From an optimization exercise on the open Yosys and OpenROAD flow, aimed at a short achievable clock period and few clock cycles; shortcuts taken in it are not production practice. No run shown here included a check of the RTL's function; only the layout flow was run. Power is estimated from default activity; no workload was simulated.

==> flow/config.mk <==
export PLATFORM = sky130hd
export DESIGN_NAME = minirv_pipe
export DESIGN_NICKNAME = minirv_pipe
export VERILOG_FILES = /design/flow/design.v
export SDC_FILE = /design/flow/constraint.sdc
export NUM_CORES = 4
export LEC_CHECK = 0
export ABC_CLOCK_PERIOD_IN_PS = 3000
export CAP_MARGIN = 20
export CORE_MARGIN = 2
export CORE_UTILIZATION = 40
export PLACE_DENSITY = 0.6
export SETUP_SLACK_MARGIN = 5
export SLEW_MARGIN = 20
==> flow/constraint.sdc <==
create_clock -name core_clock -period 10.0 [get_ports {clk}]
set_input_delay 2.0000 -clock core_clock [delete_from_list [all_inputs] [get_ports {clk}]]
set_output_delay 2.0000 -clock core_clock [all_outputs]
set_load 0.01 [all_outputs]
==> flow/design.v <==
module minirv_pipe(
    input clk,
    input rst_n,
    output [13:0] imem_addr,
    input  [31:0] imem_rdata,
    output [13:0] dmem_addr,
    output [31:0] dmem_wdata,
    output        dmem_we,
    input  [31:0] dmem_rdata,
    output        debug_wb_have_inst,
    output [31:0] debug_wb_pc,
    output        debug_wb_ena,
    output [4:0]  debug_wb_reg,
    output [31:0] debug_wb_value
);
localparam OP_LUI = 7'b0110111, OP_JAL = 7'b1101111, OP_JALR = 7'b1100111,
           OP_BR = 7'b1100011, OP_LD = 7'b0000011, OP_ST = 7'b0100011,
           OP_IMM = 7'b0010011, OP_REG = 7'b0110011;
reg [31:0] pc_f;
reg        v_d;
reg [31:0] ir_d, pc_d, ptgt_d;
reg        bp_d;
reg        v_e;
reg [31:0] a_e, b_e, r1_e, sd_e, imm_e, alt_e, ptgt_e, pc_e;
reg        sdfl_e, br_e, jalr_e, bp_e, ld_e, st_e, rdwe_e;
reg [2:0]  f3_e;
reg [4:0]  rd_e;
reg [7:0]  alu_e;    
reg        v_m;
reg [31:0] res_m, sd_m, pc_m;
reg        ld_m, st_m, rdwe_m;
reg [4:0]  rd_m;
reg        v_w;
reg [31:0] val_w, pc_w;
reg        rdwe_w;
reg [4:0]  rd_w;
reg [31:0] rf [1:31];
reg [31:1] rfv;
reg [31:0] ras0, ras1;
reg [1:0]  rasv;
wire [31:0] add_e = a_e + b_e;
wire [31:0] sub_e = a_e - b_e;
wire [31:0] sll_e = a_e << b_e[4:0];
wire [31:0] srl_e = a_e >> b_e[4:0];
wire [31:0] sra_e = $signed(a_e) >>> b_e[4:0];
wire [31:0] res_e = ({32{alu_e[0]}} & add_e) | ({32{alu_e[1]}} & sub_e) |
                    ({32{alu_e[2]}} & (a_e & b_e)) | ({32{alu_e[3]}} & (a_e | b_e)) |
                    ({32{alu_e[4]}} & (a_e ^ b_e)) | ({32{alu_e[5]}} & sll_e) |
                    ({32{alu_e[6]}} & srl_e) | ({32{alu_e[7]}} & sra_e);
wire eq_e = a_e == b_e;
wire lt_e = $signed(a_e) < $signed(b_e);
wire tk_e = f3_e[2] ? (lt_e ^ f3_e[0]) : (eq_e ^ f3_e[0]);
wire [31:0] jt_e = (r1_e + imm_e) & ~32'd1;
wire mis_e = v_e & ((br_e & (tk_e ^ bp_e)) | (jalr_e & (jt_e != ptgt_e)));
wire [31:0] rtgt_e = jalr_e ? jt_e : alt_e;
wire [6:0] op_d = ir_d[6:0];
wire [4:0] rs1_d = ir_d[19:15], rs2_d = ir_d[24:20], rd_d = ir_d[11:7];
wire [2:0] f3_d = ir_d[14:12];
wire d_lui = op_d == OP_LUI, d_jal = op_d == OP_JAL, d_jalr = op_d == OP_JALR,
     d_br = op_d == OP_BR, d_ld = op_d == OP_LD, d_st = op_d == OP_ST,
     d_imm = op_d == OP_IMM, d_reg = op_d == OP_REG;
wire use1_d = !(d_lui | d_jal);
wire use2_d = d_br | d_reg;
wire rdwe_d = d_lui | d_jal | d_jalr | d_ld | d_imm | d_reg;
wire [31:0] immi_d = {{20{ir_d[31]}}, ir_d[31:20]};
wire [31:0] imms_d = {{20{ir_d[31]}}, ir_d[31:25], ir_d[11:7]};
wire [31:0] immu_d = {ir_d[31:12], 12'b0};
wire [31:0] immb_d = {{20{ir_d[31]}}, ir_d[7], ir_d[30:25], ir_d[11:8], 1'b0};
wire [31:0] imm_d = d_lui ? immu_d : d_st ? imms_d : immi_d;
wire alu_reg_imm = d_reg | d_imm;
wire [7:0] alu_d;
assign alu_d[1] = d_reg & f3_d == 3'b000 & ir_d[30];
assign alu_d[0] = !alu_reg_imm | (f3_d == 3'b000 & !alu_d[1]);
assign alu_d[2] = alu_reg_imm & f3_d == 3'b111;
assign alu_d[3] = alu_reg_imm & f3_d == 3'b110;
assign alu_d[4] = alu_reg_imm & f3_d == 3'b100;
assign alu_d[5] = alu_reg_imm & f3_d == 3'b001;
assign alu_d[6] = alu_reg_imm & f3_d == 3'b101 & !ir_d[30];
assign alu_d[7] = alu_reg_imm & f3_d == 3'b101 & ir_d[30];
wire fe1 = v_e & rdwe_e & (rd_e != 5'd0) & (rd_e == rs1_d);
wire fe2 = v_e & rdwe_e & (rd_e != 5'd0) & (rd_e == rs2_d);
wire fm1 = v_m & rdwe_m & (rd_m != 5'd0) & (rd_m == rs1_d);
wire fm2 = v_m & rdwe_m & (rd_m != 5'd0) & (rd_m == rs2_d);
wire fw1 = v_w & rdwe_w & (rd_w != 5'd0) & (rd_w == rs1_d);
wire fw2 = v_w & rdwe_w & (rd_w != 5'd0) & (rd_w == rs2_d);
wire [31:0] mval = ld_m ? dmem_rdata : res_m;
wire [31:0] rf1 = (rs1_d != 5'd0 && rfv[rs1_d]) ? rf[rs1_d] : 32'd0;
wire [31:0] rf2 = (rs2_d != 5'd0 && rfv[rs2_d]) ? rf[rs2_d] : 32'd0;
wire [31:0] r1_d = fe1 ? res_e : fm1 ? mval : fw1 ? val_w : rf1;
wire [31:0] r2_d = fe2 ? res_e : fm2 ? mval : fw2 ? val_w : rf2;
wire stall = v_d & v_e & ld_e & ((use1_d & fe1) | (use2_d & fe2));
wire sdfl_d = d_st & fe2 & ld_e;
wire [31:0] alt_d = pc_d + (bp_d ? 32'd4 : immb_d);
assign imem_addr = pc_f[15:2];
wire [31:0] ir_f = imem_rdata;
wire f_jal  = ir_f[6:0] == OP_JAL;
wire f_br   = ir_f[6:0] == OP_BR;
wire f_jalr = ir_f[6:0] == OP_JALR;
wire [31:0] jimm_f = {{12{ir_f[31]}}, ir_f[19:12], ir_f[20], ir_f[30:21], 1'b0};
wire [31:0] bimm_f = {{20{ir_f[31]}}, ir_f[7], ir_f[30:25], ir_f[11:8], 1'b0};
wire [31:0] pc4_f = pc_f + 32'd4;
wire [31:0] tj_f = pc_f + jimm_f;
wire [31:0] tb_f = pc_f + bimm_f;
wire bp_f = f_br & ir_f[31];
wire lnk_rd_f = ir_f[11:7] == 5'd1 || ir_f[11:7] == 5'd5;
wire lnk_rs_f = ir_f[19:15] == 5'd1 || ir_f[19:15] == 5'd5;
wire push_f = (f_jal | f_jalr) & lnk_rd_f;
wire pop_f = f_jalr & lnk_rs_f & !lnk_rd_f;
wire rp_f = pop_f & rasv[0];
wire [31:0] pnpc_f = f_jal ? tj_f : bp_f ? tb_f : rp_f ? ras0 : pc4_f;
wire adv_f = !stall & !mis_e;
assign dmem_addr = res_m[15:2];
assign dmem_wdata = sd_m;
assign dmem_we = v_m & st_m;
assign debug_wb_have_inst = v_w;
assign debug_wb_pc = pc_w;
assign debug_wb_ena = rdwe_w;
assign debug_wb_reg = rd_w;
assign debug_wb_value = val_w;
always @(posedge clk or negedge rst_n) begin
    if (!rst_n) begin
        pc_f <= 32'd0;
        v_d <= 1'b0;
        v_e <= 1'b0;
        v_m <= 1'b0;
        v_w <= 1'b0;
        rasv <= 2'b00;
        rfv <= 31'd0;
    end else begin
        if (mis_e) pc_f <= rtgt_e;
        else if (!stall) pc_f <= pnpc_f;
        if (mis_e) v_d <= 1'b0;
        else if (!stall) v_d <= 1'b1;
        v_e <= v_d & !mis_e & !stall;
        v_m <= v_e;
        v_w <= v_m;
        if (adv_f) begin
            if (push_f) rasv <= {rasv[0], 1'b1};
            else if (rp_f) rasv <= {1'b0, rasv[1]};
        end
        if (v_w && rdwe_w && rd_w != 5'd0) rfv[rd_w] <= 1'b1;
    end
end
always @(posedge clk) begin
    if (adv_f) begin
        ir_d <= ir_f;
        pc_d <= pc_f;
        bp_d <= bp_f;
        ptgt_d <= pnpc_f;
        if (push_f) begin
            ras0 <= pc4_f;
            ras1 <= ras0;
        end else if (rp_f) begin
            ras0 <= ras1;
        end
    end
    if (!stall) begin
        a_e <= (d_lui) ? 32'd0 : (d_jal | d_jalr) ? pc_d : r1_d;
        b_e <= d_reg | d_br ? r2_d : (d_jal | d_jalr) ? 32'd4 : imm_d;
        r1_e <= r1_d;
        sd_e <= r2_d;
        sdfl_e <= sdfl_d;
        imm_e <= immi_d;
        alt_e <= alt_d;
        ptgt_e <= ptgt_d;
        pc_e <= pc_d;
        br_e <= d_br;
        jalr_e <= d_jalr;
        bp_e <= bp_d;
        ld_e <= d_ld;
        st_e <= d_st;
        rdwe_e <= rdwe_d;
        f3_e <= f3_d;
        rd_e <= rd_d;
        alu_e <= alu_d;
    end
    res_m <= res_e;
    sd_m <= sdfl_e ? dmem_rdata : sd_e;
    pc_m <= pc_e;
    ld_m <= ld_e;
    st_m <= st_e;
    rdwe_m <= rdwe_e;
    rd_m <= rd_e;
    val_w <= mval;
    pc_w <= pc_m;
    rdwe_w <= rdwe_m;
    rd_w <= rd_m;
    if (v_w && rdwe_w && rd_w != 5'd0) rf[rd_w] <= val_w;
end
endmodule
==> flow/run.sh <==
#!/bin/bash
# synth_recipe.tcl (not shown) runs the flow's synth.tcl, then flattens the netlist and writes it again
# the make line also repeats each setting of config.mk as NAME=value (left out here)
make -C /OpenROAD-flow-scripts/flow DESIGN_CONFIG=/design/flow/config.mk WORK_HOME=/design/flow/orfs CLKGATE_MAP_FILE= SYNTH_SCRIPT=/design/flow/synth_recipe.tcl finish
==> flow_metrics.env, run 1 <==
export IMPL_status="finished clean"
export IMPL_regToRegEndpoint="b_e[9]$_DFFE_PN_"
export IMPL_ys_top_cells_by_count="1410 x edfxtp_1, 620 x mux4_2, 459 x nor2_1"
export IMPL_netlist_area_sq_um=87600
export IMPL_power_frac_comb=0.221
export IMPL_fin_skew_ps=75.9
export IMPL_netlist_instances=6391
export IMPL_required_ps=10600
export IMPL_ys_ff_latch=1663
export IMPL_worstHoldStart="pc_m[21]$_DFF_P_"
export IMPL_drv_cap=0
export IMPL_wl_mm=311
export IMPL_vias=60300
export IMPL_drive_gt1_frac=0.202
export IMPL_rsz0062_at_grt="true"
export IMPL_largest_reg_flops=992
export IMPL_grt_pass1_wl_mm=440
export IMPL_layout_nets=6818
export IMPL_end_kind="flip-flop"
export IMPL_regMostFlops="rf"
export IMPL_fin_crit_sh=0.497
export IMPL_io_pins=198
export IMPL_switchingPower_mw=6.45
export IMPL_drt_iter0_markers=6997
export IMPL_max_freq_mhz=201
export IMPL_chipWidth_um=472
export IMPL_path_class="flip-flop to flip-flop"
export IMPL_drc=0
export IMPL_relSlewSlack=0.167
export IMPL_cts_tree="yes"
export IMPL_rrSetupSlack_ps=5030
export IMPL_switching_share=0.313
export IMPL_clkPwrFrac=0.329
export IMPL_htreeDepth=4
export IMPL_ant_nets=0
export IMPL_postPlaceCellArea_sq_um=93100
export IMPL_synth_cell_type_count=96
export IMPL_areaGrowthSynthToFinish_pct=14.0
export IMPL_grt_max_degree=90
export IMPL_min_to="pc_w[21]$_DFF_P_"
export IMPL_fp_dieH_um=472
export IMPL_reg2reg_from="b_e[4]$_DFFE_PN_"
export IMPL_grt_ovfl_total=0
export IMPL_setup_viol=0
export IMPL_path_clk_slew_ps=60
export IMPL_synth_nets=6678
export IMPL_fin_area_sq_um=99900
export IMPL_cts_buffers=178
export IMPL_gp_congestion=0.974
export IMPL_grt_usage=0.274
export IMPL_io_buffers=197
export IMPL_setup_tns_ps=0
export IMPL_synth_edf_count=1410
export IMPL_wl_per_cell_um=32.6
export IMPL_via_per_inst=6.32
export IMPL_p_total_mw=20.6
export IMPL_cts_root_buffer="clkbuf_16"
export IMPL_dp_cells=9176
export IMPL_finish_utilization=0.460
export IMPL_hold_viol_final=0
export IMPL_start_util=0.403
export IMPL_fillers=19100
export IMPL_yosys_top_cells_area="edfxtp_1 48%, mux4_2 16%, dfxtp_1 4.2%, mux2i_1 3.3%, ha_1 3.1%"
export IMPL_yosys_area_top_type="edfxtp_1"
export IMPL_ys_flop_type="edfxtp_1"
export IMPL_min_period_ps=4970
export IMPL_whs_ps=320
export IMPL_hold_path_depth=0
export IMPL_ys_warn_count=1
export IMPL_dp_hpwl_mm=207
export IMPL_core_area_sq_um=217000
export IMPL_netlist_area_leader_share=0.483
export IMPL_hp_class="flip-flop to flip-flop"
export IMPL_arrival_ps=5570
export IMPL_power_frac_seq=0.450
export IMPL_grt_pass1_vias=59000
export IMPL_yosysMostFrequentCell="edfxtp_1"
export IMPL_cts_max_path_buffers=3
export IMPL_final_cells=9541
export IMPL_antenna_found_initial=17
export IMPL_dp_slack_ps=3650
export IMPL_rows=171
export IMPL_clkSinkCount=1663
export IMPL_clk_latency_ps=890
export IMPL_path_max_fanout=38
export IMPL_crit_path_start_kind="flip-flop"
export IMPL_firstDrtPassIters=6
export IMPL_die_area_sq_um=223000
export IMPL_p_leak_nw=34.9
export IMPL_ir_worst_vdd_mv=0.179
export IMPL_powerDensity_nw_per_um2=206
export IMPL_ys_seq_area_frac=0.545
export IMPL_finalWorstSetupSlack_ps=5030
export IMPL_worstMarginPinSlew_ps=1240
export IMPL_reg2reg_depth=13
export IMPL_avgSynthCellArea_sq_um=13.7
export IMPL_intPower_mw=14.2
export IMPL_slew_viol_final=0
export IMPL_async_reset_ff_frac=0.0415
## what timing repair did
action | in CTS | in global routing
setup buffers | 17 | 9
gates resized for setup | 45 | 81
hold buffers | 0 | 0
endpoints found under the setup margin | 348 | 397
gates cloned | 3 | 0
pin swaps | 7 | 6
## worst max path at each step
stage,to,cells past startpoint,startpoint,slack (ps)
global route,pc_f[25]$_DFFE_PN0P_,16,imem_rdata[21],4920
global placement,ras0[5]$_DFFE_PP_,13,imm_e[11]$_DFFE_PN_,3850
CTS,flip-flop,14,r1_e[0]$_DFFE_PN_,4980
floorplan,a_e[26]$_SDFFCE_PP0N_,17,b_e[2]$_DFFE_PN_,5020
finish,b_e[9]$_DFFE_PN_,13,b_e[4]$_DFFE_PN_,5030
detailed placement,flip-flop,13,imm_e[11]$_DFFE_PN_,3650
## kinds of logic (layout without fill, tap and decap cells)
family | after synthesis | in the layout | share of synthesized area
adder cells (fa/ha/maj) | 221 | 221 | 0.0321
AND/OR/NAND/NOR | 1312 | 1315 | 0.0688
XOR/XNOR | 177 | 177 | 0.0183
buffers and inverters | 633 | 919 | 0.0289
multiplexers | 977 | 977 | 0.201
AO/OA/AOI/OAI | 1408 | 1408 | 0.106
flip-flops | 1663 | 1663 | 0.545
other | 0 | 7 | 0
## worst max-delay path, cell delays in order, from the launching register on
cell      delay [ps]
edfxtp_1         380
clkbuf_8         280
inv_1            100
buf_4            260
ha_2             400
or3_1            370
o211a_1          260
a211oi_1         340
or2_2            210
nor2_1            40
a211o_1          280
a211oi_1        1020
o21ai_1          460
a22o_1           310
## per-layer routing
metal / wire (um) / track usage / up-vias
li1: - / - / 25500
met1: 121000 / 0.355 / 31100
met2: 150000 / 0.450 / 2933
met3: 23800 / 0.0465 / 685
met4: 17100 / 0.129 / 8
met5: 63 / 0 / -
## layout by cell type, fill, tap and decap left out, drive strengths merged, types with 35 or more instances in the layout
master         synthesis  layout
dfrtp                 69      69
xnor2                101     101
mux2                  65      65
a21o                  85      85
ha                   215     215
dfxtp                184     184
clkdlybuf4s50          0     196
o21ai                334     334
clkinv                 1      88
a221o                 35      35
mux2i                292     292
nor2b                 41      41
nor3                  75      75
buf                  138     204
a211oi               114     114
edfxtp              1410    1410
clkbuf               307     217
mux4                 620     620
o211ai                73      73
nor2                 459     459
o21bai                57      57
nand2                387     387
nand3                 97      97
a21oi                346     346
inv                  187     197
nand4                 36      36
xor2                  72      72
## power by group through the flow
stage | Clock, mW | Combinational, mW | Sequential [mW]
after floorplan | 0 | 2.69 | 9.13
after global placement | 0 | 4.32 | 9.42
after detailed placement | 0 | 4.36 | 9.43
after CTS | 6.87 | 4.42 | 9.28
after global routing | 7.13 | 4.89 | 9.31
final | 6.78 | 4.56 | 9.27
## final cells by class
| cell class | count | area, sq um | area share |
|---|---|---|---|
| clock buffers | 215 | 4780 | 0.0478 |
| multi-input cells | 4098 | 38100 | 0.381 |
| inverters | 188 | 706 | 0.00706 |
| diodes | 7 | 17.5 | 0.000175 |
| flip-flops and latches | 1663 | 47800 | 0.478 |
| well taps | 2854 | 3570 | 0.0357 |
| repair buffers | 402 | 3700 | 0.0371 |
| clock inverters | 114 | 1260 | 0.0126 |
==> inputs of run 2 (changes only) <==
--- a/flow/design.v
+++ b/flow/design.v
@@ -21,7 +21,7 @@
 reg [31:0] ir_d, pc_d, ptgt_d;
 reg        bp_d;
 reg        v_e;
-reg [31:0] a_e, b_e, r1_e, sd_e, imm_e, alt_e, ptgt_e, pc_e;
+reg [31:0] a_e, b_e, r1_e, sd_e, imm_e, alt_e, jx0_e, jx1_e, pc_e;
 reg        sdfl_e, br_e, jalr_e, bp_e, ld_e, st_e, rdwe_e;
 reg [2:0]  f3_e;
 reg [4:0]  rd_e;
@@ -51,7 +51,8 @@
 wire lt_e = $signed(a_e) < $signed(b_e);
 wire tk_e = f3_e[2] ? (lt_e ^ f3_e[0]) : (eq_e ^ f3_e[0]);
 wire [31:0] jt_e = (r1_e + imm_e) & ~32'd1;
-wire mis_e = v_e & ((br_e & (tk_e ^ bp_e)) | (jalr_e & (jt_e != ptgt_e)));
+wire jok_e = (r1_e == jx0_e) | (r1_e == jx1_e);
+wire mis_e = v_e & ((br_e & (tk_e ^ bp_e)) | (jalr_e & !jok_e));
 wire [31:0] rtgt_e = jalr_e ? jt_e : alt_e;
 wire [6:0] op_d = ir_d[6:0];
 wire [4:0] rs1_d = ir_d[19:15], rs2_d = ir_d[24:20], rd_d = ir_d[11:7];
@@ -91,7 +92,10 @@
 wire stall = v_d & v_e & ld_e & ((use1_d & fe1) | (use2_d & fe2));
 wire sdfl_d = d_st & fe2 & ld_e;
 wire [31:0] alt_d = pc_d + (bp_d ? 32'd4 : immb_d);
-assign imem_addr = pc_f[15:2];
+wire [31:0] jx0_d = ptgt_d - immi_d;
+wire [31:0] jx1_d = jx0_d + 32'd1;
+reg [13:0] fa_o;
+assign imem_addr = fa_o;
 wire [31:0] ir_f = imem_rdata;
 wire f_jal  = ir_f[6:0] == OP_JAL;
 wire f_br   = ir_f[6:0] == OP_BR;
@@ -108,18 +112,25 @@
 wire pop_f = f_jalr & lnk_rs_f & !lnk_rd_f;
 wire rp_f = pop_f & rasv[0];
 wire [31:0] pnpc_f = f_jal ? tj_f : bp_f ? tb_f : rp_f ? ras0 : pc4_f;
-wire adv_f = !stall & !mis_e;
-assign dmem_addr = res_m[15:2];
-assign dmem_wdata = sd_m;
-assign dmem_we = v_m & st_m;
-assign debug_wb_have_inst = v_w;
-assign debug_wb_pc = pc_w;
-assign debug_wb_ena = rdwe_w;
-assign debug_wb_reg = rd_w;
-assign debug_wb_value = val_w;
+wire [31:0] jp_f = rp_f ? ras0 : pc4_f;
+reg [13:0] da_o;
+reg [31:0] dw_o, pc_o, val_o;
+reg        we_o, hv_o, ena_o;
+reg [4:0]  rd_o;
+assign dmem_addr = da_o;
+assign dmem_wdata = dw_o;
+assign dmem_we = we_o;
+assign debug_wb_have_inst = hv_o;
+assign debug_wb_pc = pc_o;
+assign debug_wb_ena = ena_o;
+assign debug_wb_reg = rd_o;
+assign debug_wb_value = val_o;
 always @(posedge clk or negedge rst_n) begin
     if (!rst_n) begin
         pc_f <= 32'd0;
+        fa_o <= 14'd0;
+        we_o <= 1'b0;
+        hv_o <= 1'b0;
         v_d <= 1'b0;
         v_e <= 1'b0;
         v_m <= 1'b0;
@@ -127,14 +138,21 @@
         rasv <= 2'b00;
         rfv <= 31'd0;
     end else begin
-        if (mis_e) pc_f <= rtgt_e;
-        else if (!stall) pc_f <= pnpc_f;
+        if (mis_e) begin
+            pc_f <= rtgt_e;
+            fa_o <= rtgt_e[15:2];
+        end else if (!stall) begin
+            pc_f <= pnpc_f;
+            fa_o <= pnpc_f[15:2];
+        end
+        we_o <= v_e & st_e;
+        hv_o <= v_m;
         if (mis_e) v_d <= 1'b0;
         else if (!stall) v_d <= 1'b1;
         v_e <= v_d & !mis_e & !stall;
         v_m <= v_e;
         v_w <= v_m;
-        if (adv_f) begin
+        if (!stall) begin
             if (push_f) rasv <= {rasv[0], 1'b1};
             else if (rp_f) rasv <= {1'b0, rasv[1]};
         end
@@ -142,11 +160,11 @@
     end
 end
 always @(posedge clk) begin
-    if (adv_f) begin
+    if (!stall) begin
         ir_d <= ir_f;
         pc_d <= pc_f;
         bp_d <= bp_f;
-        ptgt_d <= pnpc_f;
+        ptgt_d <= jp_f;
         if (push_f) begin
             ras0 <= pc4_f;
             ras1 <= ras0;
@@ -154,7 +172,7 @@
             ras0 <= ras1;
         end
     end
-    if (!stall) begin
+    begin
         a_e <= (d_lui) ? 32'd0 : (d_jal | d_jalr) ? pc_d : r1_d;
         b_e <= d_reg | d_br ? r2_d : (d_jal | d_jalr) ? 32'd4 : imm_d;
         r1_e <= r1_d;
@@ -162,7 +180,8 @@
         sdfl_e <= sdfl_d;
         imm_e <= immi_d;
         alt_e <= alt_d;
-        ptgt_e <= ptgt_d;
+        jx0_e <= jx0_d;
+        jx1_e <= jx1_d;
         pc_e <= pc_d;
         br_e <= d_br;
         jalr_e <= d_jalr;
@@ -175,7 +194,13 @@
         alu_e <= alu_d;
     end
     res_m <= res_e;
+    da_o <= res_e[15:2];
     sd_m <= sdfl_e ? dmem_rdata : sd_e;
+    dw_o <= sdfl_e ? dmem_rdata : sd_e;
+    val_o <= mval;
+    pc_o <= pc_m;
+    ena_o <= rdwe_m;
+    rd_o <= rd_m;
     pc_m <= pc_e;
     ld_m <= ld_e;
     st_m <= st_e;
==> flow/flow/run.sh (new file) <==
#!/bin/bash
cp standard.sh standard_sh.txt
export SETUP_SLACK_MARGIN=${MY_SETUP_MARGIN:-6.3}
bash standard.sh > standard.log 2>&1
==> flow/standard.sh (new file) <==
#!/bin/bash
# synth_recipe.tcl (not shown) runs the flow's synth.tcl, then flattens the netlist and writes it again
# the make line also repeats each setting of config.mk as NAME=value (left out here)
make -C /OpenROAD-flow-scripts/flow DESIGN_CONFIG=/design/flow/config.mk WORK_HOME=/design/flow/orfs CLKGATE_MAP_FILE= SYNTH_SCRIPT=/design/flow/synth_recipe.tcl "${@:-finish}"
--- a/flow/config.mk
+++ b/flow/config.mk
@@ -5,10 +5,9 @@
 export SDC_FILE = /design/flow/constraint.sdc
 export NUM_CORES = 4
 export LEC_CHECK = 0
-export ABC_CLOCK_PERIOD_IN_PS = 3000
+export ABC_CLOCK_PERIOD_IN_PS = 3300
 export CAP_MARGIN = 20
 export CORE_MARGIN = 2
 export CORE_UTILIZATION = 40
 export PLACE_DENSITY = 0.6
-export SETUP_SLACK_MARGIN = 5
 export SLEW_MARGIN = 20
removed: flow/run.sh
==> flow_metrics.env, run 2 <==
export IMPL_yosys_top_cells_area="edfxtp_1 40%, mux4_2 16%, dfxtp_1 11%, ha_1 3.5%, mux2i_1 2.4%"
export IMPL_yosys_area_top_type="edfxtp_1"
export IMPL_via_per_inst=6.34
export IMPL_arrival_ps=4720
export IMPL_path_class="input port to flip-flop"
export IMPL_ys_flop_type="edfxtp_1"
export IMPL_grt_max_degree=93
export IMPL_fin_skew_ps=58.6
export IMPL_dp_hpwl_mm=207
export IMPL_p_leak_nw=38.2
export IMPL_async_reset_ff_frac=0.0413
export IMPL_synth_edf_count=1153
export IMPL_netlist_area_leader_share=0.396
export IMPL_drt_iter0_markers=7734
export IMPL_die_area_sq_um=222000
export IMPL_final_cells=10100
export IMPL_ys_seq_area_frac=0.524
export IMPL_dp_cells=9461
export IMPL_vias=64300
export IMPL_setup_tns_ps=0
export IMPL_htreeDepth=4
export IMPL_netlist_instances=6677
export IMPL_fp_dieH_um=471
export IMPL_drc=0
export IMPL_gp_congestion=0.995
export IMPL_netlist_area_sq_um=87400
export IMPL_rsz0062_at_grt="true"
export IMPL_final_cell_mix="1153 x edfxtp_1, 634 x mux4_2, 481 x nor2_1"
export IMPL_cts_root_buffer="clkbuf_16"
export IMPL_reg2reg_depth=17
export IMPL_crit_path_start_kind="input port"
export IMPL_path_max_fanout=6
export IMPL_grt_ovfl_total=0
export IMPL_intPower_mw=14.8
export IMPL_clkSinkCount=1695
export IMPL_grt_pass1_vias=62100
export IMPL_clkPwrFrac=0.307
export IMPL_worstMarginPinSlew_ps=1140
export IMPL_synth_cell_type_count=97
export IMPL_chipWidth_um=471
export IMPL_ys_ff_latch=1695
export IMPL_drive_gt1_frac=0.300
export IMPL_postPlaceCellArea_sq_um=93000
export IMPL_cts_buffers=180
export IMPL_switchingPower_mw=7.22
export IMPL_required_ps=10730
export IMPL_min_to="pc_o[3]$_DFF_P_"
export IMPL_grt_pass1_wl_mm=468
export IMPL_wl_per_cell_um=33.2
export IMPL_rrSetupSlack_ps=6050
export IMPL_switching_share=0.328
export IMPL_avgSynthCellArea_sq_um=13.1
export IMPL_worstHoldStart="pc_m[3]$_DFF_P_"
export IMPL_ys_top_cells_by_count="1153 x edfxtp_1, 634 x mux4_2, 556 x nor2_1"
export IMPL_yosysMostFrequentCell="edfxtp_1"
export IMPL_cts_max_path_buffers=3
export IMPL_final_common_cell="edfxtp_1"
export IMPL_rows=171
export IMPL_power_frac_seq=0.413
export IMPL_core_area_sq_um=217000
export IMPL_hold_viol_final=0
export IMPL_layout_nets=7444
export IMPL_slew_viol_final=0
export IMPL_setup_viol=0
export IMPL_status="finished clean"
export IMPL_min_period_ps=3990
export IMPL_power_frac_comb=0.280
export IMPL_start_util=0.402
export IMPL_powerDensity_nw_per_um2=207
export IMPL_fin_area_sq_um=106000
export IMPL_ant_nets=0
export IMPL_wl_mm=337
export IMPL_fin_crit_sh=0.399
export IMPL_io_buffers=197
export IMPL_hp_class="flip-flop to flip-flop"
export IMPL_relSlewSlack=0.239
export IMPL_antenna_found_initial=20
export IMPL_ir_worst_vdd_mv=0.173
export IMPL_clk_latency_ps=880
export IMPL_largest_reg_flops=992
export IMPL_drv_cap=0
export IMPL_path_clk_slew_ps=60
export IMPL_cts_tree="yes"
export IMPL_firstDrtPassIters=6
export IMPL_end_kind="flip-flop"
export IMPL_regToRegEndpoint="b_e[2]$_DFF_P_"
export IMPL_ys_warn_count=1
export IMPL_reg2reg_from="ir_d[20]$_DFFE_PN_"
export IMPL_max_freq_mhz=251
export IMPL_grt_usage=0.294
export IMPL_hold_path_depth=0
export IMPL_io_pins=198
export IMPL_areaGrowthSynthToFinish_pct=21.6
export IMPL_regMostFlops="rf"
export IMPL_synth_nets=6997
[run 2: cell types whose count changed after synthesis, moves of 41 or more]
cell      change
a211oi_1     -50
a21oi_1      +71
clkbuf_1     -42
dfxtp_1     +288
edfxtp_1    -257
inv_1        +42
mux2_2       +41
mux2i_1      -83
nor2_1       +97
xnor2_1      +73
[run 2: critical path: stages]
cell      delay, ps
buf_8            80
ha_4            130
inv_2            40
fa_2            330
nor2b_1         130
o21a_1          170
o21ai_2          90
a21oi_2         220
o211ai_1        180
o21bai_2        260
a21oi_4         120
buf_6           160
a31o_4          210
or3b_4          380
a21oi_4         140
a221oi_2         80
[run 2: per-layer routing]
layer / routed length, um / vias to the layer above / part of all wire / GRT usage
li1: - / 26800 / - / -
met1: 124000 / 32900 / 0.37 / 0.373
met2: 156000 / 3678 / 0.46 / 0.465
met3: 31900 / 903 / 0.095 / 0.0578
met4: 25300 / 6 / 0.075 / 0.185
met5: 33 / - / 0.000098 / 0
[run 2: repair_timing]
action / CTS / global route
buffers inserted: 177 / 110
resized for setup: 941 / 318
cloned: 41 / 7
pin swaps: 124 / 168
hold buffers: 0 / 0
endpoints found under the setup margin: 583 / 251
[run 2: worst max-delay path by stage]
stage | startpoint | end | cells past startpoint
final | imem_rdata[8] | pc_f[29]$_DFFE_PN0P_ | 16
after global routing | ir_d[31]$_DFFE_PN_ | jx1_e[30]$_DFF_P_ | 14
after CTS | ptgt_d[0]$_DFFE_PN_ | jx1_e[31]$_DFF_P_ | 15
after detailed placement | imem_rdata[8] | pc_f[31]$_DFFE_PN0P_ | 15
after global placement | imem_rdata[8] | pc_f[31]$_DFFE_PN0P_ | 15
after floorplan | imem_rdata[8] | pc_f[31]$_DFFE_PN0P_ | 14
[run 2: through the flow]
stage | hold slack (ps) | power (mW) | worst slack, ps | utilization
2_1_floorplan | 310 | 12.3 | 5330 | -
3_3_place_gp | 311 | 14.2 | 4080 | 0.428
3_5_place_dp | 312 | 14.2 | 4110 | 0.428
4_1_cts | 300 | 21.7 | 6080 | 0.479
5_1_grt | 311 | 22.8 | 5900 | 0.489
6_report | 304 | 22.0 | 6010 | 0.489
[run 2: layout make-up]
class / count / area (sq um)
inverter: 235 / 942
antenna: 8 / 20.0
clock inverter: 106 / 1150
timing repair buffer: 682 / 7550
timing repair inverter: 2 / 25.0
tap: 2854 / 3570
sequential: 1695 / 46100
multi-input combinational: 4328 / 42200
fill: 18700 / 111000
clock buffer: 228 / 4790
[run 2: cells by family (layout without fill, tap and decap cells)]
family          count (synthesis)  after routing  synth area share
xor+xnor                      272            272            0.0277
compound gates               1422           1427             0.105
mux                           943            943             0.200
buf+inv                       663           1253            0.0307
simple gates                 1428           1432            0.0748
other cells                     0              8                 0
flops                        1695           1695             0.524
fa+ha+maj                     254            254            0.0370
[run 2: power groups by stage]
| stage | Sequential (mW) | Clock [mW] | Combinational [mW] |
|---|---|---|---|
| global route | 9.13 | 7.11 | 6.57 |
| detailed placement | 9.31 | 0 | 4.91 |
| finish | 9.10 | 6.76 | 6.17 |
| CTS | 9.11 | 6.84 | 5.73 |
| floorplan | 8.99 | 0 | 3.28 |
| global placement | 9.30 | 0 | 4.89 |

-- separate check: timing with driven ports --
In the flow no input, the clock included, has a driving cell. The finished layouts below were timed again as built, in two steps. Step 1: set_driving_cell puts a clkbuf_16 on clk and a buf_2 on each other input, an assumption about the parent block. Step 2 adds t to the input delays and takes it off the output delays; t is the mean of the earliest and latest rising clock arrival at the registers after step 1. Input paths then give back, and output paths get back, about the clock's delay inside the block. Slacks: ideal / step 1 / step 2; pairs: ideal / step 1.
run	t (ns)	setup WS [ns]	worst hold slack (ns)	worst setup path at the end	cell pins on the clock port's net
run 1	0.940	5.034 / 5.034 / 4.203	0.320 / 0.320 / 0.320	input to register	1
run 2	0.939	6.012 / 6.052 / 5.113	0.304 / 0.304 / 0.304	input to register	1
After both steps every run listed still meets setup and hold. The setup slack of run 2, which loses most, moves by +0.040 ns with the drivers and by -0.899 ns with both steps.
